This design comes from an exercise in tuning for small area on the open sky130 flow, not from production work.
Function was checked by simulation only, so behaviour that the tests miss may differ from the original.
Power figures rest on the tool's default switching activity, not on a simulated workload.

File: flow/config.mk
export PLATFORM = sky130hd
export DESIGN_NAME = cpu
export DESIGN_NICKNAME = cpu
export VERILOG_FILES = /design/flow/design.v
export SDC_FILE = /design/flow/constraint.sdc
export NUM_CORES = 4
export LEC_CHECK = 0
export CAP_MARGIN = 20
export CORE_MARGIN = 2
export CORE_UTILIZATION = 45
export PLACE_DENSITY = 0.6
export SLEW_MARGIN = 20
File: flow/constraint.sdc
create_clock -name core_clock -period 8.0 [get_ports {CLK}]
set_input_delay 1.6000 -clock core_clock [delete_from_list [all_inputs] [get_ports {CLK}]]
set_output_delay 1.6000 -clock core_clock [all_outputs]
set_load 0.01 [all_outputs]
File: flow/design.v
module sm (
  output reg [3:0] q,
  input [3:0] d,           
  input start,
  input stop,
  input CLK,
  input RSTN
  );
  always @(posedge CLK or negedge RSTN)
  begin
    if (!RSTN) begin
      q <= d;              
    end
    else begin
      casex ({q,start,stop})
      6'b0000_1_x: q <= 4'b0001;
      6'b0001_x_x: q <= 4'b0010;
      6'b0010_x_x: q <= 4'b0100;
      6'b0100_x_x: q <= 4'b1000;
      6'b1000_x_0: q <= 4'b0001;
      6'b1000_x_1: q <= 4'b0000;
      endcase
    end
  end
endmodule
module count16rle(
  output reg [15:0] q,
  input [15:0] def,     
  input [15:0] d,
  input load,
  input inc,
  input CLK,
  input RSTN
  );
  always @(posedge CLK or negedge RSTN)
  begin
    if (!RSTN) begin
      q <= def;         
    end
    else begin
      if (load) begin
        q <= d;
      end
      else if (inc) begin
        q <= q+1;
      end
    end
  end
endmodule
module reg16 (
  output reg [15:0] q,
  input [15:0] d,
  input load,
  input CLK,
  input RSTN
  );
  always @(posedge CLK or negedge RSTN)
  begin
    if (!RSTN) begin
      q <= 0;
    end
    else if (load) begin
      q <= d;
    end		
  end
endmodule
module regfile (
  output reg [15:0] q0,
  output reg [15:0] q1,
  output reg [15:0] q2,
  output reg [15:0] q3,
  output reg [15:0] q4,
  output reg [15:0] q5,
  output reg [15:0] q6,
  output reg [15:0] q7,
  input [15:0] d,
  input load,
  input [2:0] wsel,
  input CLK,
  input RSTN
  );
  always @(posedge CLK or negedge RSTN)
  begin
    if (!RSTN) begin
      {q0,q1,q2,q3,q4,q5,q6,q7} <= 128'b0;
    end
    else if (load) begin
      case (wsel)
      3'b000 : q0 <= d;
      3'b001 : q1 <= d;
      3'b010 : q2 <= d;
      3'b011 : q3 <= d;
      3'b100 : q4 <= d;
      3'b101 : q5 <= d;
      3'b110 : q6 <= d;
      3'b111 : q7 <= d;
      endcase
    end
  end
endmodule
module muxreg16 (
  output reg [15:0] q,
  input [15:0] d0,
  input [15:0] d1,
  input [15:0] d2,
  input [15:0] d3,
  input [15:0] d4,
  input [15:0] d5,
  input [15:0] d6,
  input [15:0] d7,
  input load,
  input [2:0] sel,
  input CLK,
  input RSTN
  );
  always @(posedge CLK or negedge RSTN)
  begin
    if (!RSTN) begin
      q <= 0;
    end
    else if (load) begin
      case (sel)
      3'b000 : q <= d0;
      3'b001 : q <= d1;
      3'b010 : q <= d2;
      3'b011 : q <= d3;
      3'b100 : q <= d4;
      3'b101 : q <= d5;
      3'b110 : q <= d6;
      3'b111 : q <= d7;
      endcase
    end		
  end
endmodule
module mul16 (input [15:0] a, input [15:0] b, output [15:0] y);
  wire p1;
  assign p1 = a[0] & b[0];
  wire p2;
  assign p2 = a[1] & b[0];
  wire p3;
  assign p3 = a[2] & b[0];
  wire p4;
  assign p4 = a[3] & b[0];
  wire p5;
  assign p5 = a[4] & b[0];
  wire p6;
  assign p6 = a[5] & b[0];
  wire p7;
  assign p7 = a[6] & b[0];
  wire p8;
  assign p8 = a[7] & b[0];
  wire p9;
  assign p9 = a[8] & b[0];
  wire p10;
  assign p10 = a[9] & b[0];
  wire p11;
  assign p11 = a[10] & b[0];
  wire p12;
  assign p12 = a[11] & b[0];
  wire p13;
  assign p13 = a[12] & b[0];
  wire p14;
  assign p14 = a[13] & b[0];
  wire p15;
  assign p15 = a[14] & b[0];
  wire p16;
  assign p16 = a[15] & b[0];
  wire p17;
  assign p17 = a[0] & b[1];
  wire p18;
  assign p18 = a[1] & b[1];
  wire p19;
  assign p19 = a[2] & b[1];
  wire p20;
  assign p20 = a[3] & b[1];
  wire p21;
  assign p21 = a[4] & b[1];
  wire p22;
  assign p22 = a[5] & b[1];
  wire p23;
  assign p23 = a[6] & b[1];
  wire p24;
  assign p24 = a[7] & b[1];
  wire p25;
  assign p25 = a[8] & b[1];
  wire p26;
  assign p26 = a[9] & b[1];
  wire p27;
  assign p27 = a[10] & b[1];
  wire p28;
  assign p28 = a[11] & b[1];
  wire p29;
  assign p29 = a[12] & b[1];
  wire p30;
  assign p30 = a[13] & b[1];
  wire p31;
  assign p31 = a[14] & b[1];
  wire p32;
  assign p32 = a[0] & b[2];
  wire p33;
  assign p33 = a[1] & b[2];
  wire p34;
  assign p34 = a[2] & b[2];
  wire p35;
  assign p35 = a[3] & b[2];
  wire p36;
  assign p36 = a[4] & b[2];
  wire p37;
  assign p37 = a[5] & b[2];
  wire p38;
  assign p38 = a[6] & b[2];
  wire p39;
  assign p39 = a[7] & b[2];
  wire p40;
  assign p40 = a[8] & b[2];
  wire p41;
  assign p41 = a[9] & b[2];
  wire p42;
  assign p42 = a[10] & b[2];
  wire p43;
  assign p43 = a[11] & b[2];
  wire p44;
  assign p44 = a[12] & b[2];
  wire p45;
  assign p45 = a[13] & b[2];
  wire p46;
  assign p46 = a[0] & b[3];
  wire p47;
  assign p47 = a[1] & b[3];
  wire p48;
  assign p48 = a[2] & b[3];
  wire p49;
  assign p49 = a[3] & b[3];
  wire p50;
  assign p50 = a[4] & b[3];
  wire p51;
  assign p51 = a[5] & b[3];
  wire p52;
  assign p52 = a[6] & b[3];
  wire p53;
  assign p53 = a[7] & b[3];
  wire p54;
  assign p54 = a[8] & b[3];
  wire p55;
  assign p55 = a[9] & b[3];
  wire p56;
  assign p56 = a[10] & b[3];
  wire p57;
  assign p57 = a[11] & b[3];
  wire p58;
  assign p58 = a[12] & b[3];
  wire p59;
  assign p59 = a[0] & b[4];
  wire p60;
  assign p60 = a[1] & b[4];
  wire p61;
  assign p61 = a[2] & b[4];
  wire p62;
  assign p62 = a[3] & b[4];
  wire p63;
  assign p63 = a[4] & b[4];
  wire p64;
  assign p64 = a[5] & b[4];
  wire p65;
  assign p65 = a[6] & b[4];
  wire p66;
  assign p66 = a[7] & b[4];
  wire p67;
  assign p67 = a[8] & b[4];
  wire p68;
  assign p68 = a[9] & b[4];
  wire p69;
  assign p69 = a[10] & b[4];
  wire p70;
  assign p70 = a[11] & b[4];
  wire p71;
  assign p71 = a[0] & b[5];
  wire p72;
  assign p72 = a[1] & b[5];
  wire p73;
  assign p73 = a[2] & b[5];
  wire p74;
  assign p74 = a[3] & b[5];
  wire p75;
  assign p75 = a[4] & b[5];
  wire p76;
  assign p76 = a[5] & b[5];
  wire p77;
  assign p77 = a[6] & b[5];
  wire p78;
  assign p78 = a[7] & b[5];
  wire p79;
  assign p79 = a[8] & b[5];
  wire p80;
  assign p80 = a[9] & b[5];
  wire p81;
  assign p81 = a[10] & b[5];
  wire p82;
  assign p82 = a[0] & b[6];
  wire p83;
  assign p83 = a[1] & b[6];
  wire p84;
  assign p84 = a[2] & b[6];
  wire p85;
  assign p85 = a[3] & b[6];
  wire p86;
  assign p86 = a[4] & b[6];
  wire p87;
  assign p87 = a[5] & b[6];
  wire p88;
  assign p88 = a[6] & b[6];
  wire p89;
  assign p89 = a[7] & b[6];
  wire p90;
  assign p90 = a[8] & b[6];
  wire p91;
  assign p91 = a[9] & b[6];
  wire p92;
  assign p92 = a[0] & b[7];
  wire p93;
  assign p93 = a[1] & b[7];
  wire p94;
  assign p94 = a[2] & b[7];
  wire p95;
  assign p95 = a[3] & b[7];
  wire p96;
  assign p96 = a[4] & b[7];
  wire p97;
  assign p97 = a[5] & b[7];
  wire p98;
  assign p98 = a[6] & b[7];
  wire p99;
  assign p99 = a[7] & b[7];
  wire p100;
  assign p100 = a[8] & b[7];
  wire p101;
  assign p101 = a[0] & b[8];
  wire p102;
  assign p102 = a[1] & b[8];
  wire p103;
  assign p103 = a[2] & b[8];
  wire p104;
  assign p104 = a[3] & b[8];
  wire p105;
  assign p105 = a[4] & b[8];
  wire p106;
  assign p106 = a[5] & b[8];
  wire p107;
  assign p107 = a[6] & b[8];
  wire p108;
  assign p108 = a[7] & b[8];
  wire p109;
  assign p109 = a[0] & b[9];
  wire p110;
  assign p110 = a[1] & b[9];
  wire p111;
  assign p111 = a[2] & b[9];
  wire p112;
  assign p112 = a[3] & b[9];
  wire p113;
  assign p113 = a[4] & b[9];
  wire p114;
  assign p114 = a[5] & b[9];
  wire p115;
  assign p115 = a[6] & b[9];
  wire p116;
  assign p116 = a[0] & b[10];
  wire p117;
  assign p117 = a[1] & b[10];
  wire p118;
  assign p118 = a[2] & b[10];
  wire p119;
  assign p119 = a[3] & b[10];
  wire p120;
  assign p120 = a[4] & b[10];
  wire p121;
  assign p121 = a[5] & b[10];
  wire p122;
  assign p122 = a[0] & b[11];
  wire p123;
  assign p123 = a[1] & b[11];
  wire p124;
  assign p124 = a[2] & b[11];
  wire p125;
  assign p125 = a[3] & b[11];
  wire p126;
  assign p126 = a[4] & b[11];
  wire p127;
  assign p127 = a[0] & b[12];
  wire p128;
  assign p128 = a[1] & b[12];
  wire p129;
  assign p129 = a[2] & b[12];
  wire p130;
  assign p130 = a[3] & b[12];
  wire p131;
  assign p131 = a[0] & b[13];
  wire p132;
  assign p132 = a[1] & b[13];
  wire p133;
  assign p133 = a[2] & b[13];
  wire p134;
  assign p134 = a[0] & b[14];
  wire p135;
  assign p135 = a[1] & b[14];
  wire p136;
  assign p136 = a[0] & b[15];
  wire s137;
  assign s137 = p14 ^ p29;
  wire c138;
  assign c138 = p14 & p29;
  wire s139;
  assign s139 = p15 ^ p30 ^ p44;
  wire c140;
  assign c140 = (p15 & p30) | (p15 & p44) | (p30 & p44);
  wire s141;
  assign s141 = p57 ^ p69;
  wire c142;
  assign c142 = p57 & p69;
  wire s143;
  assign s143 = p16 ^ p31 ^ p45;
  wire s144;
  assign s144 = p58 ^ p70 ^ p81;
  wire s145;
  assign s145 = p91 ^ p100;
  wire s146;
  assign s146 = p10 ^ p25;
  wire c147;
  assign c147 = p10 & p25;
  wire s148;
  assign s148 = p11 ^ p26 ^ p40;
  wire c149;
  assign c149 = (p11 & p26) | (p11 & p40) | (p26 & p40);
  wire s150;
  assign s150 = p53 ^ p65;
  wire c151;
  assign c151 = p53 & p65;
  wire s152;
  assign s152 = p12 ^ p27 ^ p41;
  wire c153;
  assign c153 = (p12 & p27) | (p12 & p41) | (p27 & p41);
  wire s154;
  assign s154 = p54 ^ p66 ^ p77;
  wire c155;
  assign c155 = (p54 & p66) | (p54 & p77) | (p66 & p77);
  wire s156;
  assign s156 = p87 ^ p96;
  wire c157;
  assign c157 = p87 & p96;
  wire s158;
  assign s158 = p13 ^ p28 ^ p42;
  wire c159;
  assign c159 = (p13 & p28) | (p13 & p42) | (p28 & p42);
  wire s160;
  assign s160 = p55 ^ p67 ^ p78;
  wire c161;
  assign c161 = (p55 & p67) | (p55 & p78) | (p67 & p78);
  wire s162;
  assign s162 = p88 ^ p97 ^ p105;
  wire c163;
  assign c163 = (p88 & p97) | (p88 & p105) | (p97 & p105);
  wire s164;
  assign s164 = p112 ^ p118;
  wire c165;
  assign c165 = p112 & p118;
  wire s166;
  assign s166 = s137 ^ p43 ^ p56;
  wire c167;
  assign c167 = (s137 & p43) | (s137 & p56) | (p43 & p56);
  wire s168;
  assign s168 = p68 ^ p79 ^ p89;
  wire c169;
  assign c169 = (p68 & p79) | (p68 & p89) | (p79 & p89);
  wire s170;
  assign s170 = p98 ^ p106 ^ p113;
  wire c171;
  assign c171 = (p98 & p106) | (p98 & p113) | (p106 & p113);
  wire s172;
  assign s172 = p119 ^ p124 ^ p128;
  wire c173;
  assign c173 = (p119 & p124) | (p119 & p128) | (p124 & p128);
  wire s174;
  assign s174 = c138 ^ s139 ^ s141;
  wire c175;
  assign c175 = (c138 & s139) | (c138 & s141) | (s139 & s141);
  wire s176;
  assign s176 = p80 ^ p90 ^ p99;
  wire c177;
  assign c177 = (p80 & p90) | (p80 & p99) | (p90 & p99);
  wire s178;
  assign s178 = p107 ^ p114 ^ p120;
  wire c179;
  assign c179 = (p107 & p114) | (p107 & p120) | (p114 & p120);
  wire s180;
  assign s180 = p125 ^ p129 ^ p132;
  wire c181;
  assign c181 = (p125 & p129) | (p125 & p132) | (p129 & p132);
  wire s182;
  assign s182 = c140 ^ c142 ^ s143;
  wire s183;
  assign s183 = s144 ^ s145 ^ p108;
  wire s184;
  assign s184 = p115 ^ p121 ^ p126;
  wire s185;
  assign s185 = p130 ^ p133 ^ p135;
  wire s186;
  assign s186 = p7 ^ p22;
  wire c187;
  assign c187 = p7 & p22;
  wire s188;
  assign s188 = p8 ^ p23 ^ p37;
  wire c189;
  assign c189 = (p8 & p23) | (p8 & p37) | (p23 & p37);
  wire s190;
  assign s190 = p50 ^ p62;
  wire c191;
  assign c191 = p50 & p62;
  wire s192;
  assign s192 = p9 ^ p24 ^ p38;
  wire c193;
  assign c193 = (p9 & p24) | (p9 & p38) | (p24 & p38);
  wire s194;
  assign s194 = p51 ^ p63 ^ p74;
  wire c195;
  assign c195 = (p51 & p63) | (p51 & p74) | (p63 & p74);
  wire s196;
  assign s196 = p84 ^ p93;
  wire c197;
  assign c197 = p84 & p93;
  wire s198;
  assign s198 = s146 ^ p39 ^ p52;
  wire c199;
  assign c199 = (s146 & p39) | (s146 & p52) | (p39 & p52);
  wire s200;
  assign s200 = p64 ^ p75 ^ p85;
  wire c201;
  assign c201 = (p64 & p75) | (p64 & p85) | (p75 & p85);
  wire s202;
  assign s202 = p94 ^ p102 ^ p109;
  wire c203;
  assign c203 = (p94 & p102) | (p94 & p109) | (p102 & p109);
  wire s204;
  assign s204 = c147 ^ s148 ^ s150;
  wire c205;
  assign c205 = (c147 & s148) | (c147 & s150) | (s148 & s150);
  wire s206;
  assign s206 = p76 ^ p86 ^ p95;
  wire c207;
  assign c207 = (p76 & p86) | (p76 & p95) | (p86 & p95);
  wire s208;
  assign s208 = p103 ^ p110 ^ p116;
  wire c209;
  assign c209 = (p103 & p110) | (p103 & p116) | (p110 & p116);
  wire s210;
  assign s210 = c149 ^ c151 ^ s152;
  wire c211;
  assign c211 = (c149 & c151) | (c149 & s152) | (c151 & s152);
  wire s212;
  assign s212 = s154 ^ s156 ^ p104;
  wire c213;
  assign c213 = (s154 & s156) | (s154 & p104) | (s156 & p104);
  wire s214;
  assign s214 = p111 ^ p117 ^ p122;
  wire c215;
  assign c215 = (p111 & p117) | (p111 & p122) | (p117 & p122);
  wire s216;
  assign s216 = c153 ^ c155 ^ c157;
  wire c217;
  assign c217 = (c153 & c155) | (c153 & c157) | (c155 & c157);
  wire s218;
  assign s218 = s158 ^ s160 ^ s162;
  wire c219;
  assign c219 = (s158 & s160) | (s158 & s162) | (s160 & s162);
  wire s220;
  assign s220 = s164 ^ p123 ^ p127;
  wire c221;
  assign c221 = (s164 & p123) | (s164 & p127) | (p123 & p127);
  wire s222;
  assign s222 = c159 ^ c161 ^ c163;
  wire c223;
  assign c223 = (c159 & c161) | (c159 & c163) | (c161 & c163);
  wire s224;
  assign s224 = c165 ^ s166 ^ s168;
  wire c225;
  assign c225 = (c165 & s166) | (c165 & s168) | (s166 & s168);
  wire s226;
  assign s226 = s170 ^ s172 ^ p131;
  wire c227;
  assign c227 = (s170 & s172) | (s170 & p131) | (s172 & p131);
  wire s228;
  assign s228 = c167 ^ c169 ^ c171;
  wire c229;
  assign c229 = (c167 & c169) | (c167 & c171) | (c169 & c171);
  wire s230;
  assign s230 = c173 ^ s174 ^ s176;
  wire c231;
  assign c231 = (c173 & s174) | (c173 & s176) | (s174 & s176);
  wire s232;
  assign s232 = s178 ^ s180 ^ p134;
  wire c233;
  assign c233 = (s178 & s180) | (s178 & p134) | (s180 & p134);
  wire s234;
  assign s234 = c175 ^ c177 ^ c179;
  wire s235;
  assign s235 = c181 ^ s182 ^ s183;
  wire s236;
  assign s236 = s184 ^ s185 ^ p136;
  wire s237;
  assign s237 = p5 ^ p20;
  wire c238;
  assign c238 = p5 & p20;
  wire s239;
  assign s239 = p6 ^ p21 ^ p35;
  wire c240;
  assign c240 = (p6 & p21) | (p6 & p35) | (p21 & p35);
  wire s241;
  assign s241 = p48 ^ p60;
  wire c242;
  assign c242 = p48 & p60;
  wire s243;
  assign s243 = s186 ^ p36 ^ p49;
  wire c244;
  assign c244 = (s186 & p36) | (s186 & p49) | (p36 & p49);
  wire s245;
  assign s245 = p61 ^ p72 ^ p82;
  wire c246;
  assign c246 = (p61 & p72) | (p61 & p82) | (p72 & p82);
  wire s247;
  assign s247 = c187 ^ s188 ^ s190;
  wire c248;
  assign c248 = (c187 & s188) | (c187 & s190) | (s188 & s190);
  wire s249;
  assign s249 = p73 ^ p83 ^ p92;
  wire c250;
  assign c250 = (p73 & p83) | (p73 & p92) | (p83 & p92);
  wire s251;
  assign s251 = c189 ^ c191 ^ s192;
  wire c252;
  assign c252 = (c189 & c191) | (c189 & s192) | (c191 & s192);
  wire s253;
  assign s253 = s194 ^ s196 ^ p101;
  wire c254;
  assign c254 = (s194 & s196) | (s194 & p101) | (s196 & p101);
  wire s255;
  assign s255 = c193 ^ c195 ^ c197;
  wire c256;
  assign c256 = (c193 & c195) | (c193 & c197) | (c195 & c197);
  wire s257;
  assign s257 = s198 ^ s200 ^ s202;
  wire c258;
  assign c258 = (s198 & s200) | (s198 & s202) | (s200 & s202);
  wire s259;
  assign s259 = c199 ^ c201 ^ c203;
  wire c260;
  assign c260 = (c199 & c201) | (c199 & c203) | (c201 & c203);
  wire s261;
  assign s261 = s204 ^ s206 ^ s208;
  wire c262;
  assign c262 = (s204 & s206) | (s204 & s208) | (s206 & s208);
  wire s263;
  assign s263 = c205 ^ c207 ^ c209;
  wire c264;
  assign c264 = (c205 & c207) | (c205 & c209) | (c207 & c209);
  wire s265;
  assign s265 = s210 ^ s212 ^ s214;
  wire c266;
  assign c266 = (s210 & s212) | (s210 & s214) | (s212 & s214);
  wire s267;
  assign s267 = c211 ^ c213 ^ c215;
  wire c268;
  assign c268 = (c211 & c213) | (c211 & c215) | (c213 & c215);
  wire s269;
  assign s269 = s216 ^ s218 ^ s220;
  wire c270;
  assign c270 = (s216 & s218) | (s216 & s220) | (s218 & s220);
  wire s271;
  assign s271 = c217 ^ c219 ^ c221;
  wire c272;
  assign c272 = (c217 & c219) | (c217 & c221) | (c219 & c221);
  wire s273;
  assign s273 = s222 ^ s224 ^ s226;
  wire c274;
  assign c274 = (s222 & s224) | (s222 & s226) | (s224 & s226);
  wire s275;
  assign s275 = c223 ^ c225 ^ c227;
  wire c276;
  assign c276 = (c223 & c225) | (c223 & c227) | (c225 & c227);
  wire s277;
  assign s277 = s228 ^ s230 ^ s232;
  wire c278;
  assign c278 = (s228 & s230) | (s228 & s232) | (s230 & s232);
  wire s279;
  assign s279 = c229 ^ c231 ^ c233;
  wire s280;
  assign s280 = s234 ^ s235 ^ s236;
  wire s281;
  assign s281 = p4 ^ p19;
  wire c282;
  assign c282 = p4 & p19;
  wire s283;
  assign s283 = s237 ^ p34 ^ p47;
  wire c284;
  assign c284 = (s237 & p34) | (s237 & p47) | (p34 & p47);
  wire s285;
  assign s285 = c238 ^ s239 ^ s241;
  wire c286;
  assign c286 = (c238 & s239) | (c238 & s241) | (s239 & s241);
  wire s287;
  assign s287 = c240 ^ c242 ^ s243;
  wire c288;
  assign c288 = (c240 & c242) | (c240 & s243) | (c242 & s243);
  wire s289;
  assign s289 = c244 ^ c246 ^ s247;
  wire c290;
  assign c290 = (c244 & c246) | (c244 & s247) | (c246 & s247);
  wire s291;
  assign s291 = c248 ^ c250 ^ s251;
  wire c292;
  assign c292 = (c248 & c250) | (c248 & s251) | (c250 & s251);
  wire s293;
  assign s293 = c252 ^ c254 ^ s255;
  wire c294;
  assign c294 = (c252 & c254) | (c252 & s255) | (c254 & s255);
  wire s295;
  assign s295 = c256 ^ c258 ^ s259;
  wire c296;
  assign c296 = (c256 & c258) | (c256 & s259) | (c258 & s259);
  wire s297;
  assign s297 = c260 ^ c262 ^ s263;
  wire c298;
  assign c298 = (c260 & c262) | (c260 & s263) | (c262 & s263);
  wire s299;
  assign s299 = c264 ^ c266 ^ s267;
  wire c300;
  assign c300 = (c264 & c266) | (c264 & s267) | (c266 & s267);
  wire s301;
  assign s301 = c268 ^ c270 ^ s271;
  wire c302;
  assign c302 = (c268 & c270) | (c268 & s271) | (c270 & s271);
  wire s303;
  assign s303 = c272 ^ c274 ^ s275;
  wire c304;
  assign c304 = (c272 & c274) | (c272 & s275) | (c274 & s275);
  wire s305;
  assign s305 = c276 ^ c278 ^ s279;
  wire s306;
  assign s306 = p3 ^ p18;
  wire c307;
  assign c307 = p3 & p18;
  wire s308;
  assign s308 = s281 ^ p33 ^ p46;
  wire c309;
  assign c309 = (s281 & p33) | (s281 & p46) | (p33 & p46);
  wire s310;
  assign s310 = c282 ^ s283 ^ p59;
  wire c311;
  assign c311 = (c282 & s283) | (c282 & p59) | (s283 & p59);
  wire s312;
  assign s312 = c284 ^ s285 ^ p71;
  wire c313;
  assign c313 = (c284 & s285) | (c284 & p71) | (s285 & p71);
  wire s314;
  assign s314 = c286 ^ s287 ^ s245;
  wire c315;
  assign c315 = (c286 & s287) | (c286 & s245) | (s287 & s245);
  wire s316;
  assign s316 = c288 ^ s289 ^ s249;
  wire c317;
  assign c317 = (c288 & s289) | (c288 & s249) | (s289 & s249);
  wire s318;
  assign s318 = c290 ^ s291 ^ s253;
  wire c319;
  assign c319 = (c290 & s291) | (c290 & s253) | (s291 & s253);
  wire s320;
  assign s320 = c292 ^ s293 ^ s257;
  wire c321;
  assign c321 = (c292 & s293) | (c292 & s257) | (s293 & s257);
  wire s322;
  assign s322 = c294 ^ s295 ^ s261;
  wire c323;
  assign c323 = (c294 & s295) | (c294 & s261) | (s295 & s261);
  wire s324;
  assign s324 = c296 ^ s297 ^ s265;
  wire c325;
  assign c325 = (c296 & s297) | (c296 & s265) | (s297 & s265);
  wire s326;
  assign s326 = c298 ^ s299 ^ s269;
  wire c327;
  assign c327 = (c298 & s299) | (c298 & s269) | (s299 & s269);
  wire s328;
  assign s328 = c300 ^ s301 ^ s273;
  wire c329;
  assign c329 = (c300 & s301) | (c300 & s273) | (s301 & s273);
  wire s330;
  assign s330 = c302 ^ s303 ^ s277;
  wire c331;
  assign c331 = (c302 & s303) | (c302 & s277) | (s303 & s277);
  wire s332;
  assign s332 = c304 ^ s305 ^ s280;
  wire [15:0] r0 = {c331, c329, c327, c325, c323, c321, c319, c317, c315, c313, c311, c309, c307, s306, p2, p1};
  wire [15:0] r1 = {s332, s330, s328, s326, s324, s322, s320, s318, s316, s314, s312, s310, s308, p32, p17, 1'b0};
  assign y = r0 + r1;
endmodule
module cpu (
  output [7:0]  led,
  output [15:0] seg0,
  output [15:0] seg1,
  output [15:0] seg2,
  output [15:0] seg3,
  output [15:0] seg4,
  output [15:0] seg5,
  output [15:0] seg6,
  output [15:0] seg7,
  output [15:0] seg8,
  output [15:0] seg9,
  output [15:0] sega,
  output [15:0] segb,
  output [15:0] segc,
  output [15:0] segd,
  output [15:0] sege,
  output [15:0] segf,
  output [7:0]  imem_addr,
  input  [15:0] imem_rdata,
  output [7:0]  dmem_addr,
  output [15:0] dmem_wdata,
  output        dmem_we,
  input  [15:0] dmem_rdata,
  input  start,
  input  stop,
  input  CLK,
  input  RSTN
  );
  reg  [3:0]  ph3;
  reg  [15:0] pc3, ir3, sr1_3, sr2_3, alu3, dr3;
  reg  [15:0] r3 [0:7];
  always @(posedge CLK or negedge RSTN) begin
    if (!RSTN)
      ph3 <= 4'b0010;
    else if (ph3 == 4'b0000)
      ph3 <= start ? 4'b0001 : 4'b0000;
    else if (ph3 == 4'b1000)
      ph3 <= stop ? 4'b0000 : 4'b0001;
    else
      ph3 <= {ph3[2:0], 1'b0};
  end
  wire c3_00   = (ir3[15:14] == 2'b00);
  wire c3_ld   = c3_00 && (ir3[7:0] == 8'b00000001);
  wire c3_st   = (ir3[15:11] == 5'b00000) && (ir3[4:0] == 5'b00000);
  wire c3_add  = c3_00 && (ir3[4:0] == 5'b00010);
  wire c3_cmp  = c3_00 && (ir3[4:0] == 5'b00100);
  wire c3_mlt  = c3_00 && (ir3[4:0] == 5'b00101);
  wire c3_addi = (ir3[15:14] == 2'b11);
  wire c3_li   = (ir3[15:14] == 2'b01) && (ir3[10:8] == 3'b000);
  wire c3_b    = (ir3[15:8] == 8'b10000000);
  wire c3_bnz  = (ir3[15:11] == 5'b10001);
  wire c3_bz   = (ir3[15:11] == 5'b10010);
  wire c3_br   = c3_b | c3_bnz | c3_bz;
  wire c3_wreg = c3_ld | c3_add | c3_cmp | c3_mlt | c3_addi | c3_li;
  wire [15:0] imm3  = {{8{ir3[7]}}, ir3[7:0]};
  wire        sr1z3 = (sr1_3 == 16'h0000);
  wire [15:0] ax3   = c3_br ? pc3 : sr1_3;
  wire [15:0] ay3   = c3_add ? sr2_3 : imm3;
  wire [15:0] sum3  = ax3 + ay3;
  wire [15:0] mul3;
  wire [15:0] d3    = c3_ld ? dr3 : alu3;
  mul16 m3 (.a(sr1_3), .b(sr2_3), .y(mul3));
  always @(posedge CLK or negedge RSTN) begin
    if (!RSTN) begin
      alu3 <= 16'h0000;
    end else begin
      if (c3_addi | c3_add | c3_b | (c3_bz & sr1z3) | (c3_bnz & !sr1z3))
        alu3 <= sum3;
      else if (c3_bz | c3_bnz)
        alu3 <= pc3;
      else if (c3_li)
        alu3 <= imm3;
      else if (c3_cmp)
        alu3 <= (sr1_3 > sr2_3) ? 16'hFFFF : 16'h0000;
      else if (c3_mlt)
        alu3 <= mul3;
    end
  end
  always @(posedge CLK or negedge RSTN) begin
    if (!RSTN) begin
      pc3 <= 16'h0000;
      ir3 <= 16'h0000;
      sr1_3 <= 16'h0000;
      sr2_3 <= 16'h0000;
      dr3 <= 16'h0000;
    end else begin
      if (ph3[3] & c3_br)
        pc3 <= alu3;
      else if (ph3[0])
        pc3 <= pc3 + 16'd1;
      if (ph3[0])
        ir3 <= imem_rdata;
      if (ph3[1]) begin
        sr1_3 <= r3[ir3[10:8]];
        sr2_3 <= r3[ir3[7:5]];
      end
      if (ph3[2] & c3_ld)
        dr3 <= dmem_rdata;
    end
  end
  genvar g;
  generate
    for (g = 0; g < 8; g = g + 1) begin : rf3
      always @(posedge CLK or negedge RSTN) begin
        if (!RSTN)
          r3[g] <= 16'h0000;
        else if (ph3[3] && c3_wreg && (ir3[13:11] == g))
          r3[g] <= d3;
      end
    end
  endgenerate
  assign led  = {4'b0000, ph3};
  assign seg0 = r3[0];
  assign seg1 = r3[1];
  assign seg2 = r3[2];
  assign seg3 = r3[3];
  assign seg4 = r3[4];
  assign seg5 = r3[5];
  assign seg6 = r3[6];
  assign seg7 = r3[7];
  assign seg8 = pc3;
  assign seg9 = ir3;
  assign sega = sr1_3;
  assign segb = sr2_3;
  assign segc = alu3;
  assign segd = d3;
  assign sege = 16'h0000;
  assign segf = 16'h0000;
  wire [3:0]  ph0, ph1, ph2;
  wire [7:0]  pc0, pc1, pc2;
  wire [15:0] ir0, ir1, ir2;
  wire [15:0] ra0, ra1, ra2, rb0, rb1, rb2;
  wire        alu0, alu1, alu2;         
  wire        dst0, dst1, dst2;         
  wire        dld0, dld1, dld2;         
  wire        done0, done1, done2;      
  reg  [2:0]  msel;                     
  reg  [2:0]  asel;                     
  wire [2:0]  sel = msel | asel;
  wire [15:0] res;                      
  wire        taken;                    
  hcore #(.PH(4'b0000), .PC(8'd8), .DONE(1'b0), .IRRST(1'b0)) hc0 (
    .ph(ph0), .pc(pc0), .ir(ir0), .ra(ra0), .rb(rb0), .isalu(alu0), .isst(dst0), .isld(dld0),
    .done(done0), .sel(sel[0]), .asel(asel[0]), .res(res), .taken(taken),
    .imem_rdata(imem_rdata), .dmem_rdata(dmem_rdata),
    .start(start), .stop(stop), .CLK(CLK), .RSTN(RSTN));
  hcore #(.PH(4'b1000), .PC(8'd16), .DONE(1'b1), .IRRST(1'b0)) hc1 (
    .ph(ph1), .pc(pc1), .ir(ir1), .ra(ra1), .rb(rb1), .isalu(alu1), .isst(dst1), .isld(dld1),
    .done(done1), .sel(sel[1]), .asel(asel[1]), .res(res), .taken(taken),
    .imem_rdata(imem_rdata), .dmem_rdata(dmem_rdata),
    .start(start), .stop(stop), .CLK(CLK), .RSTN(RSTN));
  hcore #(.PH(4'b0100), .PC(8'd24), .DONE(1'b1), .IRRST(1'b1)) hc2 (
    .ph(ph2), .pc(pc2), .ir(ir2), .ra(ra2), .rb(rb2), .isalu(alu2), .isst(dst2), .isld(dld2),
    .done(done2), .sel(sel[2]), .asel(asel[2]), .res(res), .taken(taken),
    .imem_rdata(imem_rdata), .dmem_rdata(dmem_rdata),
    .start(start), .stop(stop), .CLK(CLK), .RSTN(RSTN));
  wire st0 = ph0[2] & dst0, st1 = ph1[2] & dst1, st2 = ph2[2] & dst2, st3 = ph3[2] & c3_st;
  wire anyst = st0 | st1 | st2 | st3;
  wire nst0 = ph0[1] & dst0, nst1 = ph1[1] & dst1, nst2 = ph2[1] & dst2, nst3 = ph3[1] & c3_st;
  wire nld0 = ph0[1] & dld0, nld1 = ph1[1] & dld1, nld2 = ph2[1] & dld2;
  wire nanyst = nst0 | nst1 | nst2 | nst3;
  wire nm0 = nst0 | (!nanyst & nld0);
  wire nm1 = !nm0 & (nst1 | (!nanyst & nld1));
  wire nm2 = !nm0 & !nm1 & (nst2 | (!nanyst & nld2));
  wire nmslot = nm0 | nm1 | nm2;
  wire ialu = (imem_rdata[15:14] == 2'b11)
            | ((imem_rdata[15:14] == 2'b01) & (imem_rdata[10:8] == 3'b000))
            | ((imem_rdata[15:14] == 2'b00) & ((imem_rdata[4:0] == 5'b00010)
                                             | (imem_rdata[4:0] == 5'b00100)
                                             | (imem_rdata[4:0] == 5'b00101)))
            | (imem_rdata[15:8] == 8'b10000000)
            | (imem_rdata[15:11] == 5'b10001)
            | (imem_rdata[15:11] == 5'b10010);
  wire pj0 = alu0 & !done0 & !asel[0];
  wire pj1 = alu1 & !done1 & !asel[1];
  wire pj2 = alu2 & !done2 & !asel[2];
  wire nw0 = ph0[2] & pj0, nw1 = ph1[2] & pj1, nw2 = ph2[2] & pj2;
  wire ne0 = ph0[1] & pj0, ne1 = ph1[1] & pj1, ne2 = ph2[1] & pj2;
  wire nr0 = ph0[0] & ialu, nr1 = ph1[0] & ialu, nr2 = ph2[0] & ialu;
  wire nanyw = nw0 | nw1 | nw2;
  wire nanye = ne0 | ne1 | ne2;
  wire nu0 = nanyw ? nw0 : nanye ? ne0 : nr0;
  wire nu1 = nanyw ? nw1 : nanye ? ne1 : nr1;
  wire nu2 = nanyw ? nw2 : nanye ? ne2 : nr2;
  always @(posedge CLK or negedge RSTN) begin
    if (!RSTN) begin
      msel <= 3'b100;     
      asel <= 3'b000;
    end else begin
      msel <= {nm2, nm1, nm0};
      asel <= {!nmslot & !nu0 & !nu1 & nu2, !nmslot & !nu0 & nu1, !nmslot & nu0};
    end
  end
  wire [15:0] a  = ra0 | ra1 | ra2;
  wire [15:0] b  = rb0 | rb1 | rb2;
  wire [15:0] ir = ({16{sel[0]}} & ir0) | ({16{sel[1]}} & ir1) | ({16{sel[2]}} & ir2);
  wire [7:0]  pc = ({8{sel[0]}} & pc0) | ({8{sel[1]}} & pc1) | ({8{sel[2]}} & pc2);
  wire        s_add = (ir[15:14] == 2'b00) && (ir[4:0] == 5'b00010);
  wire        s_cmp = (ir[15:14] == 2'b00) && (ir[4:0] == 5'b00100);
  wire        s_mlt = (ir[15:14] == 2'b00) && (ir[4:0] == 5'b00101);
  wire        s_li  = (ir[15:14] == 2'b01);
  wire        s_br  = (ir[15:14] == 2'b10);
  wire        az    = (a == 16'h0000);
  wire [15:0] ax    = s_br ? {8'h00, pc} : s_li ? 16'h0000 : a;
  wire [15:0] ay    = s_add ? b : {{8{ir[7]}}, ir[7:0]};
  wire [15:0] sum   = ax + ay;
  wire [15:0] mul;
  mul16 ms (.a(a), .b(b), .y(mul));
  assign res   = s_mlt ? mul : s_cmp ? {16{a > b}} : sum;
  assign taken = (ir[12:11] == 2'b00) | (ir[11] & !az) | (ir[12] & az);
  assign imem_addr  = ph0[0] ? pc0 : ph1[0] ? pc1 : ph2[0] ? pc2 : pc3[7:0];
  assign dmem_we    = anyst;
  assign dmem_addr  = (msel != 3'b000) ? a[7:0] : sr1_3[7:0];
  assign dmem_wdata = (msel != 3'b000) ? b : sr2_3;
endmodule
module hcore #(
  parameter [3:0] PH = 4'b0000,    
  parameter [7:0] PC = 8'd0,       
  parameter       DONE = 1'b0,     
  parameter       IRRST = 1'b0     
  ) (
  output reg [3:0] ph,
  output reg [7:0] pc,
  output [15:0] ir,
  output [15:0] ra,           
  output [15:0] rb,           
  output        isalu,        
  output        isst,         
  output        isld,         
  output reg    done,         
  input         sel,
  input         asel,
  input  [15:0] res,
  input         taken,
  input  [15:0] imem_rdata,
  input  [15:0] dmem_rdata,
  input  start,
  input  stop,
  input  CLK,
  input  RSTN
  );
  reg  [15:0] r [0:7];
  reg  [7:0]  vld;
  reg  [4:0]  irh;      
  reg  [5:0]  irm;      
  reg  [4:0]  irl;      
  assign ir = {irh, irm, irl};
  always @(posedge CLK or negedge RSTN) begin
    if (!RSTN)
      ph <= PH;
    else if (ph == 4'b0000)
      ph <= start ? 4'b0001 : 4'b0000;
    else if (ph == 4'b1000)
      ph <= stop ? 4'b0000 : 4'b0001;
    else
      ph <= {ph[2:0], 1'b0};
  end
  wire i00  = (ir[15:14] == 2'b00);
  assign isld = i00 && (ir[7:0] == 8'b00000001);
  assign isst = (ir[15:11] == 5'b00000) && (ir[4:0] == 5'b00000);
  wire iswr = (i00 && ((ir[4:0] == 5'b00010) || (ir[4:0] == 5'b00100) || (ir[4:0] == 5'b00101)))
            || (ir[15:14] == 2'b11)
            || ((ir[15:14] == 2'b01) && (ir[10:8] == 3'b000));
  wire isbr = (ir[15:8] == 8'b10000000) || (ir[15:11] == 5'b10001) || (ir[15:11] == 5'b10010);
  assign isalu = iswr | isbr;
  wire [2:0] ia = ir[10:8];
  wire [2:0] ib = ir[7:5];
  wire [2:0] id = ir[13:11];
  reg [15:0] ra_r, rb_r;
  integer i;
  always @* begin
    ra_r = 16'h0000;
    rb_r = 16'h0000;
    for (i = 0; i < 8; i = i + 1) begin
      ra_r = ra_r | ({16{sel & vld[i] & (ia == i)}} & r[i]);
      rb_r = rb_r | ({16{sel & vld[i] & (ib == i)}} & r[i]);
    end
  end
  assign ra = ra_r;
  assign rb = rb_r;
  wire        wld = ph[2] & isld;
  wire        we  = wld | (asel & iswr);
  wire [15:0] wd  = wld ? dmem_rdata : res;
  genvar g;
  generate
    for (g = 0; g < 8; g = g + 1) begin : rf
      always @(posedge CLK) begin
        if (we && (id == g))
          r[g] <= wd;
      end
    end
  endgenerate
  always @(posedge CLK) begin
    if (ph[0])
      irm <= imem_rdata[10:5];
  end
  generate
    if (IRRST) begin : irr
      always @(posedge CLK or negedge RSTN) begin
        if (!RSTN) begin
          irh <= 5'b00000;
          irl <= 5'b00000;
        end else if (ph[0]) begin
          irh <= imem_rdata[15:11];
          irl <= imem_rdata[4:0];
        end
      end
    end else begin : irn
      always @(posedge CLK) begin
        if (ph[0]) begin
          irh <= imem_rdata[15:11];
          irl <= imem_rdata[4:0];
        end
      end
    end
  endgenerate
  always @(posedge CLK or negedge RSTN) begin
    if (!RSTN) begin
      vld  <= 8'h00;
      done <= DONE;
      pc   <= PC;
    end else begin
      if (we)
        vld[id] <= 1'b1;
      if (ph[0])
        done <= 1'b0;
      else if (asel)
        done <= 1'b1;
      if (ph[0])
        pc <= pc + 8'd1;
      else if (asel & isbr & taken)
        pc <= res[7:0];
    end
  end
endmodule
File: flow/run.sh
#!/bin/bash
# synth_recipe.tcl (not shown) runs the flow's synth.tcl, then flattens the netlist and writes it again
# the make line also repeats each setting of config.mk as NAME=value (left out here)
make -C /OpenROAD-flow-scripts/flow DESIGN_CONFIG=/design/flow/config.mk WORK_HOME=/design/flow/orfs CLKGATE_MAP_FILE= SYNTH_SCRIPT=/design/flow/synth_recipe.tcl finish
==> impl_metrics.ini, run 1 <==
[setup_path]
critPathBufInv = 8
crit_required_ps = 8490
path_class = register to register
slowest_stage = fa_1
cp.arrival_ps = 8200
cpPeakStageDelay_ps = 520
cp-start-kind = register
crit_family = adder cells
critPathCaptureType = register
crit_path_max_fanout = 10
crit_top_cell = buf_4

[pwr]
p_leak_uw = 0.0220
peakVddDrop_mv = 0.303
power_uw = 23100
powerDensity_mw_per_mm2 = 423

[clock_network]
insertion_delay_ps = 710
clk_pin_slew_worst_paths_ps = 60
cts_made_buffers = 83
cts_resized = 0
cts_tree = yes
htree_levels = 3
clock-sinks = 729
clk_path_buf_depth = 3
cts_root_buf = clkbuf_16
postCtsHoldBufs = 0
post_cts_buffers = 0

[place]
hpwl_um = 157000
placedCellCount = 6141
io_buffers = 296
gp_congestion = 1.01

[routing]
wire_per_inst_um = 33.9
vias = 40900
first_pass_iters = 10
ant_nets = 0
wirelength_um = 214000
drt-vias-per-instance = 6.49
drt_first_iter_violations = 6055
post-route-drc-count = 0

[synthesis]
async_reset_ff_share_pct = 42.1
synth-seq-cells = 729
yosysTopAreaCell = edfxtp_1
synth_edf_count = 422
yosys-top-cells-area = edfxtp_1 (28%), dfrtp_1 (16%), fa_1 (7.1%), ha_1 (4.3%), a21oi_1 (4.1%)
yosys_most_used_dff = edfxtp_1
ys_types = 89
avgSynthCellArea_um2 = 10.1
syn_inst = 4462
yosys_warnings = 8
synth_top_area_share_pct = 28.1
synth_area_mm2 = 0.0451
yosysSeqAreaShare_pct = 45.2

[job]
cap_viol_max_count = 0

[finish]
drive_above_1_share_pct = 13.7
nFillCells = 8878
syn_to_final_growth_pct = 20.9
fin_cells = 6302
final_nets = 5280

[worst_hold_path]
holdCritPathClass = register to register

[global_route]
grt_pass1_vias = 39600
antenna_found_initial = 6
track_usage_pct = 41.3
grt_first_pass_wirelength_um = 300000
grt_overflow_total = 0
grt_max_degree = 133

[timing]
grt_setup_unrepaired = false
finalCriticalPeriod_ps = 7710
fin_crit_sh_pct = 96.3
final_max_slew_viol_count = 0
tns_ps = 0
finalHoldViolCount = 0
final.setup_skew_ps = 51.3
worst_pin_slew_ps = 1200
setup_viol = 0
max_freq_ghz = 0.130
relSlewSlack_pct = 20.1

[floorplan]
core_region_area_mm2 = 0.0997
fp.dieArea_mm2 = 0.103
dieWidth_um = 320
io_pins = 333
die_h_um = 320
rows = 116
initial_core_util_pct = 45.2

[run_status]
status = complete, no violations
[through the flow]
| stage | hold slack (ps) | utilization, % | instance area [um^2] | setup slack [ps] |
|---|---|---|---|---|
| floorplan | 434 | - | 45200 | 993 |
| global placement | 453 | 51.8 | 51700 | 261 |
| detailed placement | 460 | 51.8 | 51700 | 81.7 |
| CTS | 465 | 54.6 | 54400 | 96.6 |
| global route | 473 | 54.7 | 54500 | 5.82 |
| finish | 464 | 54.7 | 54500 | 294 |
[sequential cells by signal (all words and copies together), names as in the netlist, 16 cells and up]
register / count
hc0.r: 128
dr3: 16
hc1.r: 128
hc2.r: 128
sr2_3: 16
sr1_3: 16
pc3: 16
alu3: 16
r3: 128
ir3: 16
[power by group]
group          internal, uW  total [uW]  switching (uW)
clock                  2220        3920            1700
combinational          4610       11900            7320
sequential             5800        7210            1410
total                 12600       23100           10400
[layer usage]
layer  vias to the layer above  share of wire (%)  track usage (%)
met5                         -             0.0065                0
met4                         2                7.8             27.2
met3                       754                 10             9.00
met2                      2917                 46             65.6
met1                     20200                 36             50.7
li1                      17000                  -                -
[cells in the final DEF (no fill, tap or decap), types with 59 or more instances in the layout]
cell type / instances
a21oi_1: 367
a222oi_1: 64
a22oi_1: 142
and2_1: 104
and3_1: 59
buf_4: 332
clkbuf_16: 85
clkdlybuf4s50_1: 295
dfrtp_1: 294
edfxtp_1: 422
fa_1: 160
ha_1: 154
inv_1: 315
mux2_2: 66
nand2_1: 376
nand3_1: 115
nand4_1: 101
nor2_1: 393
o21ai_0: 222
xnor2_1: 77
[final timing paths]
| kind | start | slack (ps) | endpoint | cells after the start |
|---|---|---|---|---|
| max | asel[0] | 290 | hc1.r[2][15] | 29 |
| max reg2reg | asel[0] | 290 | hc1.r[2][15] | 29 |
| min reg2reg | hc2.ph[1] | 460 | hc2.ph[2] | 0 |
| min in group asynchronous | RSTN | 990 | r3[7][4] | 1 |
| min | hc2.ph[1] | 460 | hc2.ph[2] | 0 |
| max in group asynchronous | RSTN | 5530 | alu3[10] | 2 |
[worst reg2reg max path, delay by kind of cell, from the launching register on]
family	cells	cell delay, ps
AND/OR/NAND/NOR	5	1230
adder cells (fa/ha/maj)	6	2480
AO/OA/AOI/OAI	9	1870
XOR/XNOR	1	220
buffers and inverters	8	1190
flip-flops	1	510
[layout make-up]
type | count | area [um^2] | area share, %
Tap cell | 1298 | 1620 | 2.98
Inverter | 323 | 1210 | 2.22
Sequential cell | 729 | 20400 | 37.4
Clock inverter | 50 | 484 | 0.888
Timing Repair Buffer | 663 | 6160 | 11.3
Antenna cell | 4 | 10.0 | 0.0184
Clock buffer | 105 | 2270 | 4.17
Multi-Input combinational cell | 3130 | 22400 | 41.0
[Yosys cell counts (all sizes together), types with 51 or more instances]
cell    instances
edfxtp        422
buf            89
a21oi         372
and3           65
clkbuf        226
a222oi         64
a221oi         53
nand3         115
xnor2          77
nand2         379
nand4         101
dfrtp         297
o21ai         227
mux2           66
and2          115
fa            160
nor2          411
inv           315
a22oi         142
a22o           51
ha            154
[cells by family (layout without fill, tap and decap cells)]
logic type	count (synthesis)	after routing	share of synthesized area [%]
AOI/OAI and AO/OA	1149	1149	16.7
xor gates and xnor gates	119	119	2.40
adders and majority gates	314	314	11.4
buffers and inverters	638	1141	5.87
DFF	729	729	45.2
muxes	130	130	3.63
other	1	40	0.00832
and+or+nand+nor	1382	1382	14.8
==> run 2, diff against run 1 <==
--- a/flow/design.v
+++ b/flow/design.v
@@ -858,9 +858,11 @@
   wire c3_wreg = c3_ld | c3_add | c3_cmp | c3_mlt | c3_addi | c3_li;
   wire [15:0] imm3  = {{8{ir3[7]}}, ir3[7:0]};
   wire        sr1z3 = (sr1_3 == 16'h0000);
-  wire [15:0] ax3   = c3_br ? pc3 : sr1_3;
-  wire [15:0] ay3   = c3_add ? sr2_3 : imm3;
-  wire [15:0] sum3  = ax3 + ay3;
+  wire [15:0] ax3   = c3_br ? pc3 : c3_cmp ? ~sr1_3 : sr1_3;
+  wire [15:0] ay3   = (c3_add | c3_cmp) ? sr2_3 : imm3;
+  wire [17:0] add3  = {1'b0, ax3, 1'b1} + {1'b0, ay3, c3_cmp};
+  wire [15:0] sum3  = add3[16:1];
+  wire        gt3   = !add3[17];
   wire [15:0] mul3;
   wire [15:0] d3    = c3_ld ? dr3 : alu3;
   mul16 m3 (.a(sr1_3), .b(sr2_3), .y(mul3));
@@ -875,7 +877,7 @@
       else if (c3_li)
         alu3 <= imm3;
       else if (c3_cmp)
-        alu3 <= (sr1_3 > sr2_3) ? 16'hFFFF : 16'h0000;
+        alu3 <= {16{gt3}};
       else if (c3_mlt)
         alu3 <= mul3;
     end
@@ -1005,12 +1007,14 @@
   wire        s_li  = (ir[15:14] == 2'b01);
   wire        s_br  = (ir[15:14] == 2'b10);
   wire        az    = (a == 16'h0000);
-  wire [15:0] ax    = s_br ? {8'h00, pc} : s_li ? 16'h0000 : a;
-  wire [15:0] ay    = s_add ? b : {{8{ir[7]}}, ir[7:0]};
-  wire [15:0] sum   = ax + ay;
+  wire [15:0] ax    = s_br ? {8'h00, pc} : s_li ? 16'h0000 : s_cmp ? ~a : a;
+  wire [15:0] ay    = (s_add | s_cmp) ? b : {{8{ir[7]}}, ir[7:0]};
+  wire [17:0] add   = {1'b0, ax, 1'b1} + {1'b0, ay, s_cmp};
+  wire [15:0] sum   = add[16:1];
+  wire        co    = add[17];
   wire [15:0] mul;
   mul16 ms (.a(a), .b(b), .y(mul));
-  assign res   = s_mlt ? mul : s_cmp ? {16{a > b}} : sum;
+  assign res   = s_mlt ? mul : s_cmp ? {16{!co}} : sum;
   assign taken = (ir[12:11] == 2'b00) | (ir[11] & !az) | (ir[12] & az);
   assign imem_addr  = ph0[0] ? pc0 : ph1[0] ? pc1 : ph2[0] ? pc2 : pc3[7:0];
   assign dmem_we    = anyst;
--- a/flow/config.mk
+++ b/flow/config.mk
@@ -5,8 +5,9 @@
 export SDC_FILE = /design/flow/constraint.sdc
 export NUM_CORES = 4
 export LEC_CHECK = 0
-export CAP_MARGIN = 20
+export CAP_MARGIN = 10
 export CORE_MARGIN = 2
 export CORE_UTILIZATION = 45
+export CTS_BUF_LIST = sky130_fd_sc_hd__clkbuf_8
 export PLACE_DENSITY = 0.6
-export SLEW_MARGIN = 20
+export SLEW_MARGIN = 10
==> run 2 against run 1 <==
Worst hold slack got worse by 27 ps. Fmax down 1.5%. Count of clock-buffer cells in the layout up 37.
==> impl_metrics.ini, run 2 <==
[floorplan]
fp.dieArea_mm2 = 0.102
dieWidth_um = 320
core_region_area_mm2 = 0.0987
initial_core_util_pct = 45.5
io_pins = 333
rows = 115
die_h_um = 320

[global_route]
grt_max_degree = 157
antenna_found_initial = 11
grt_pass1_vias = 40800
grt_first_pass_wirelength_um = 314000
grt_overflow_total = 0
track_usage_pct = 43.7

[synthesis]
synth-seq-cells = 729
avgSynthCellArea_um2 = 10.2
syn_inst = 4406
ys_types = 92
yosys-top-cells-count = edfxtp_1 (422), nand2_1 (384), nor2_1 (373)
synth_edf_count = 422
synth_top_area_share_pct = 28.2
yosys_most_used_dff = edfxtp_1
yosysTopAreaCell = edfxtp_1
yosys_warnings = 8
synth_area_mm2 = 0.0449
yosysSeqAreaShare_pct = 45.4
async_reset_ff_share_pct = 42.1
yosysMostFrequentCell = edfxtp_1
yosys-top-cells-area = edfxtp_1 (28%), dfrtp_1 (17%), fa_1 (7.1%), a21oi_1 (3.4%), nand2_1 (3.2%)

[routing]
first_pass_iters = 9
drt_first_iter_violations = 6220
routed-wl-met2_um = 97700
wirelength_met1_um = 81200
vias = 41300
drt-vias-per-instance = 6.57
dr_wl_met3_um = 26000
highest_layer = met5
wire_per_inst_um = 35.8
ant_nets = 0
wirelength_um = 225000
post-route-drc-count = 0

[pwr]
peakVddDrop_mv = 0.400
p_leak_uw = 0.0218
powerDensity_mw_per_mm2 = 454

[clock_network]
insertion_delay_ps = 880
postCtsHoldBufs = 0
clock-sinks = 729
clk_path_buf_depth = 3
cts_tree = yes
cts_made_buffers = 131
clk_pin_slew_worst_paths_ps = 60
htree_levels = 4
cts_root_buf = clkbuf_8

[finish]
drive_above_1_share_pct = 14.2
fin_area_mm2 = 0.0538
final_cell_mix = edfxtp_1 (422), nand2_1 (383), nor2_1 (364)
nFillCells = 8913
syn_to_final_growth_pct = 19.8
final_common_cell = edfxtp_1
final_nets = 5190
multiInputGateArea_mm2 = 0.0224
ff_latch_area_mm2 = 0.0204

[place]
pre_cts_ws_ps = -133
placed_area_mm2 = 0.0510
gp_congestion = 1.09
io_buffers = 296
hpwl_um = 163000

[setup_path]
crit_required_ps = 8600
cp-start-kind = register
crit_path_max_fanout = 9
cp.arrival_ps = 8430
path_class = register to register
cpPeakStageDelay_ps = 660
critPathCaptureType = register
slowest_stage = and2_1

[timing]
max_freq_ghz = 0.128
setup_slack_ps = 175
final.setup_skew_ps = 53.7
finalHoldViolCount = 0
fin_crit_sh_pct = 97.8
whs_ps = 437
final_max_slew_viol_count = 0
relSlewSlack_pct = 8.62
worst_pin_slew_ps = 1370
setup_viol = 0
finalCriticalPeriod_ps = 7820

[worst_hold_path]
holdCritPathClass = register to register

[job]
cap_viol_max_count = 0

[run_status]
status = complete, no violations
run 2: changes by cell type after synthesis, sizes merged, moves of 22 or more:
cell,before,now
a221oi,53,21
nor2,411,376
and3,65,102
buf,89,67
a22o,51,18
a32oi,14,57
ha,154,108
a21oi,372,301
run 2: stage by stage:
step                setup TNS, ps  std cells  total power [uW]  utilization [%]
floorplan                       0       4441             14000                -
global placement             -765       6039             20200             51.7
detailed placement          -2960       6039             20300             51.7
CTS                             0       6272             24000             54.4
global route                -3.38       6274             25500             54.5
finish                          0       6280             24400             54.5
run 2: worst paths after layout:
path	from	endpoint	slack (ps)	depth (start not counted)
max in group asynchronous	RSTN	hc2.ph[0]	5670	2
max reg2reg	hc1.irm[0]	hc0.r[3][12]	180	28
max	hc1.irm[0]	hc0.r[3][12]	180	28
min reg2reg	hc2.ph[2]	hc2.ph[3]	440	0
min in group asynchronous	RSTN	pc3[9]	790	1
min	hc2.ph[2]	hc2.ph[3]	440	0
run 2: metal layers:
metal	up-vias	global-route usage, %
met3	924	13.3
met4	12	31.4
met1	20300	52.8
li1	16900	-
met2	3101	66.3
met5	-	0
run 2: logic make-up (layout without fill, tap and decap cells):
kind of cell / after synthesis / after routing / synth area share [%]
AOI/OAI and AO/OA: 1097 / 1097 / 16.3
xor gates and xnor gates: 148 / 148 / 3.01
adders and majority gates: 268 / 268 / 10.1
buffers and inverters: 617 / 1162 / 5.58
DFF: 729 / 729 / 45.4
muxes: 136 / 136 / 4.15
other: 1 / 43 / 0.00835
and+or+nand+nor: 1410 / 1410 / 15.5
run 2: area by class of cell:
type | instances | share of cell area [%]
antenna | 7 | 0.0326
tap | 1287 | 2.99
sequential | 729 | 37.9
clock buffer | 142 | 3.63
timing repair buffer | 623 | 10.5
inverter | 306 | 2.13
clock inverter | 91 | 1.24
multi-input combinational | 3095 | 41.6
run 2: repair_timing:
action                                 CTS  global route
setup endpoints to repair               40            88
setup buffers                            0             1
pin swaps                                0             1
gates resized for setup                  5            23
endpoints found under the hold margin    0             0
run 2: report_power, final:
| part | internal [uW] | switching, uW | leakage (uW) |
|---|---|---|---|
| Sequential | 5880 | 1480 | 0.00767 |
| Clock | 1920 | 1730 | 0.00150 |
| Combinational | 5230 | 8170 | 0.0126 |
| Total | 13000 | 11400 | 0.0218 |
run 2: critical path: cells and delay by family, from the launching register on:
family	cells	cell delay, ps
simple gates	7	1860
buf+inv	8	1050
fa+ha+maj	5	2420
flops	1	540
xor+xnor	1	70
compound gates	7	1600
==> run 3, diff against run 2 <==
--- a/flow/design.v
+++ b/flow/design.v
@@ -1019,7 +1019,7 @@
   assign imem_addr  = ph0[0] ? pc0 : ph1[0] ? pc1 : ph2[0] ? pc2 : pc3[7:0];
   assign dmem_we    = anyst;
   assign dmem_addr  = (msel != 3'b000) ? a[7:0] : sr1_3[7:0];
-  assign dmem_wdata = (msel != 3'b000) ? b : sr2_3;
+  assign dmem_wdata = (st0 | st1 | st2) ? b : sr2_3;
 endmodule
 module hcore #(
   parameter [3:0] PH = 4'b0000,    
--- a/flow/config.mk
+++ b/flow/config.mk
@@ -8,6 +8,6 @@
 export CAP_MARGIN = 10
 export CORE_MARGIN = 2
 export CORE_UTILIZATION = 45
-export CTS_BUF_LIST = sky130_fd_sc_hd__clkbuf_8
+export GPL_TIMING_DRIVEN = 0
 export PLACE_DENSITY = 0.6
 export SLEW_MARGIN = 10
==> run 3 against run 2 <==
The layout now fails its checks (negative setup slack). Global-route usage is 3.1 points higher. Highest routed layer unchanged. Cell area is 2.1% higher. Clock skew is 28 ps lower. Critical endpoint is now hc0.r[0][15]. Cell count is 0.70% higher. Critical path type unchanged. Sequential share of layout area is 0.79 points lower. Sequential power is 3.4% higher. Register-to-register slack worse by 230 ps. Setup slack worse by 230 ps.
==> impl_metrics.ini, run 3 <==
[finish]
fin_area_mm2 = 0.0549
syn_to_final_growth_pct = 21.6
final_common_cell = edfxtp_1
final_cell_mix = edfxtp_1 (422), nand2_1 (398), nor2_1 (344)
final_nets = 5250
nFillCells = 9001
drive_above_1_share_pct = 12.6

[timing]
worst_pin_slew_ps = 1400
final_max_slew_viol_count = 0
max_freq_ghz = 0.124
final.setup_skew_ps = 26.1
setup_slack_ps = -56.1
fin_crit_sh_pct = 101
setup_viol = 24
finalHoldViolCount = 0
relSlewSlack_pct = 6.44
finalCriticalPeriod_ps = 8060

[place]
placed_area_mm2 = 0.0510
gp_congestion = 1.08
hpwl_um = 180000
io_buffers = 296

[synthesis]
synth_edf_count = 422
synth_area_mm2 = 0.0452
yosys_warnings = 8
synth-seq-cells = 729
yosysTopAreaCell = edfxtp_1
avgSynthCellArea_um2 = 10.2
synth_top_area_share_pct = 28.0
syn_inst = 4430
async_reset_ff_share_pct = 42.1
ys_types = 102
yosys_most_used_dff = edfxtp_1
yosys-top-cells-count = edfxtp_1 (422), nand2_1 (399), nor2_1 (351)
yosysMostFrequentCell = edfxtp_1
yosysSeqAreaShare_pct = 45.1
yosys-top-cells-area = edfxtp_1 (28%), dfrtp_1 (16%), fa_1 (7.1%), nand2_1 (3.3%), a21oi_1 (3.1%)

[routing]
drt_first_iter_violations = 7002
wire_per_inst_um = 38.7
ant_nets = 0
wirelength_um = 245000
drt-vias-per-instance = 6.79
post-route-drc-count = 0
first_pass_iters = 9
vias = 42900

[clock_network]
cts_tree = yes
insertion_delay_ps = 690
cts_root_buf = clkbuf_16
clk_pin_slew_worst_paths_ps = 60
cts_made_buffers = 85
clock-sinks = 729
htree_levels = 3
clk_path_buf_depth = 3

[pwr]
peakVddDrop_mv = 0.391
p_leak_uw = 0.0218
powerDensity_mw_per_mm2 = 459
power_uw = 25200

[setup_path]
critPathCaptureType = register
crit_path_max_fanout = 10
worstRegToRegCells = 26
cp.arrival_ps = 8520
cp-start-kind = register
path_class = register to register
crit_required_ps = 8460

[global_route]
grt_overflow_total = 0
grt_first_pass_wirelength_um = 332000
antenna_found_initial = 23
grt_pass1_vias = 40900
track_usage_pct = 46.8
grt_max_degree = 98

[floorplan]
fp.dieArea_mm2 = 0.103
die_h_um = 321
io_pins = 333
initial_core_util_pct = 45.3
rows = 116
dieWidth_um = 321
core_region_area_mm2 = 0.0999

[worst_hold_path]
holdCritPathClass = register to register
holdPathStages = 2

[run_status]
violations = negative setup slack
status = complete, but fails checks

[job]
cap_viol_max_count = 0
run 3: changes by cell type after synthesis, sizes merged, moves of 21 or more:
cell / delta
clkbuf: -31
a32oi: -42
and2: +22
nor2: -23
a21oi: -22
nand3: -21
a222oi: +21
buf: +26
run 3: per-layer routing:
| metal | wire, um | vias to the layer above | GRT usage [%] |
|---|---|---|---|
| met3 | 30400 | 1097 | 13.9 |
| met2 | 104000 | 3671 | 70.4 |
| li1 | - | 17100 | - |
| met5 | 77 | - | 0 |
| met1 | 82800 | 21100 | 55.1 |
| met4 | 27000 | 12 | 39.6 |
run 3: worst max-delay path, stage by stage (launching register included):
cell	delay [ps]
edfxtp_1	560
o21bai_4	370
nor4b_4	590
buf_4	450
nand2_1	230
nand4_1	160
or3_4	180
buf_4	250
clkbuf_4	300
and2_1	180
fa_1	420
inv_1	90
fa_1	440
fa_1	450
fa_1	490
fa_1	410
xor2_1	160
xnor2_1	140
xnor2_1	220
xnor2_1	160
xnor2_1	110
xnor2_1	270
xnor3_2	380
xnor2_4	210
o22ai_4	110
buf_12	170
o21ai_4	300
run 3: per-stage QoR:
stage / cells / setup slack [ps] / hold WS (ps) / TNS, ps / utilization (%)
6_report: 6324 / -56.1 / 484 / -618 / 55.0
5_1_grt: 6314 / -6.24 / 496 / -20.5 / 55.0
4_1_cts: 6282 / -174 / 465 / -3170 / 54.4
3_5_place_dp: 6121 / -2370 / 449 / -418760 / 51.1
3_3_place_gp: 6059 / -8580 / 442 / -3521150 / 50.0
2_1_floorplan: 4465 / 1250 / 428 / 0 / -
run 3: power by group:
part | leakage, uW | internal [uW] | switching [uW]
registers | 0.00771 | 6120 | 1490
logic | 0.0127 | 4700 | 8870
clock network | 0.00137 | 2300 | 1730
run 3: cell type report:
class	instances	area (um^2)	share of cell area [%]
Timing Repair Buffer	413	4280	7.80
Antenna cell	10	25.0	0.0456
Sequential cell	729	20400	37.1
Clock buffer	116	2440	4.44
Inverter	298	1120	2.04
Multi-Input combinational cell	3132	23200	42.2
Clock inverter	41	369	0.672
Tap cell	1298	1620	2.96
Buffer	287	1540	2.81
run 3: worst paths after layout:
| kind | startpoint | to | slack [ps] |
|---|---|---|---|
| max in group asynchronous | RSTN | alu3[6] | 5840 |
| setup reg to reg | hc1.irm[3] | hc0.r[0][15] | -60 |
| min in group asynchronous | RSTN | r3[5][2] | 860 |
| hold / removal | hc0.done | hc0.done | 480 |
| setup / recovery | hc1.irm[3] | hc0.r[0][15] | -60 |
| hold reg to reg | hc0.done | hc0.done | 480 |
run 3: kinds of logic after synthesis:
kind of cell	count (synthesis)	share of synthesized area, %
AOI/OAI and AO/OA	1088	16.3
xor gates and xnor gates	152	3.01
other	1	0.00830
adders and majority gates	268	10.1
and+or+nand+nor	1447	16.1
DFF	729	45.1
muxes	141	3.87
buffers and inverters	604	5.57
run 3: timing repair:
item | CTS | global route
endpoints found under the setup margin | 399 | 337
gates resized for setup | 143 | 161
hold endpoints to repair | 0 | 0
pin swaps | 7 | 20
cloned | 0 | 0
hold buffers | 0 | 0
setup buffers | 21 | 34

==> port drivers added, routing unchanged <==
In the flow no input, the clock included, has a driving cell. The finished layouts below were timed again as built, in two steps.
Step 1: set_driving_cell puts a clkbuf_16 on CLK and a buf_2 on each other input, an assumption about the parent block.
Step 2, shift: input delay + t, output delay - t, t = (earliest + latest rising clock arrival at the registers) / 2. This alone moves slack from input paths to output paths.
Three values: no drivers, after step 1, after step 2; two values: the first two.
run | t, ns | setup slack, ns | clock arrival spread, ns | worst register clock-pin slew, ns | pins driven straight from the clock port
run 1 | 0.761 | 0.294 / 0.294 / 0.294 | 0.052 / 0.052 | 0.07 / 0.07 | 1
run 2 | 0.923 | 0.175 / 0.175 / 0.175 | 0.054 / 0.054 | 0.08 / 0.08 | 1
run 3 | 0.753 | -0.056 / -0.056 / -0.056 | 0.029 / 0.028 | 0.07 / 0.07 | 1
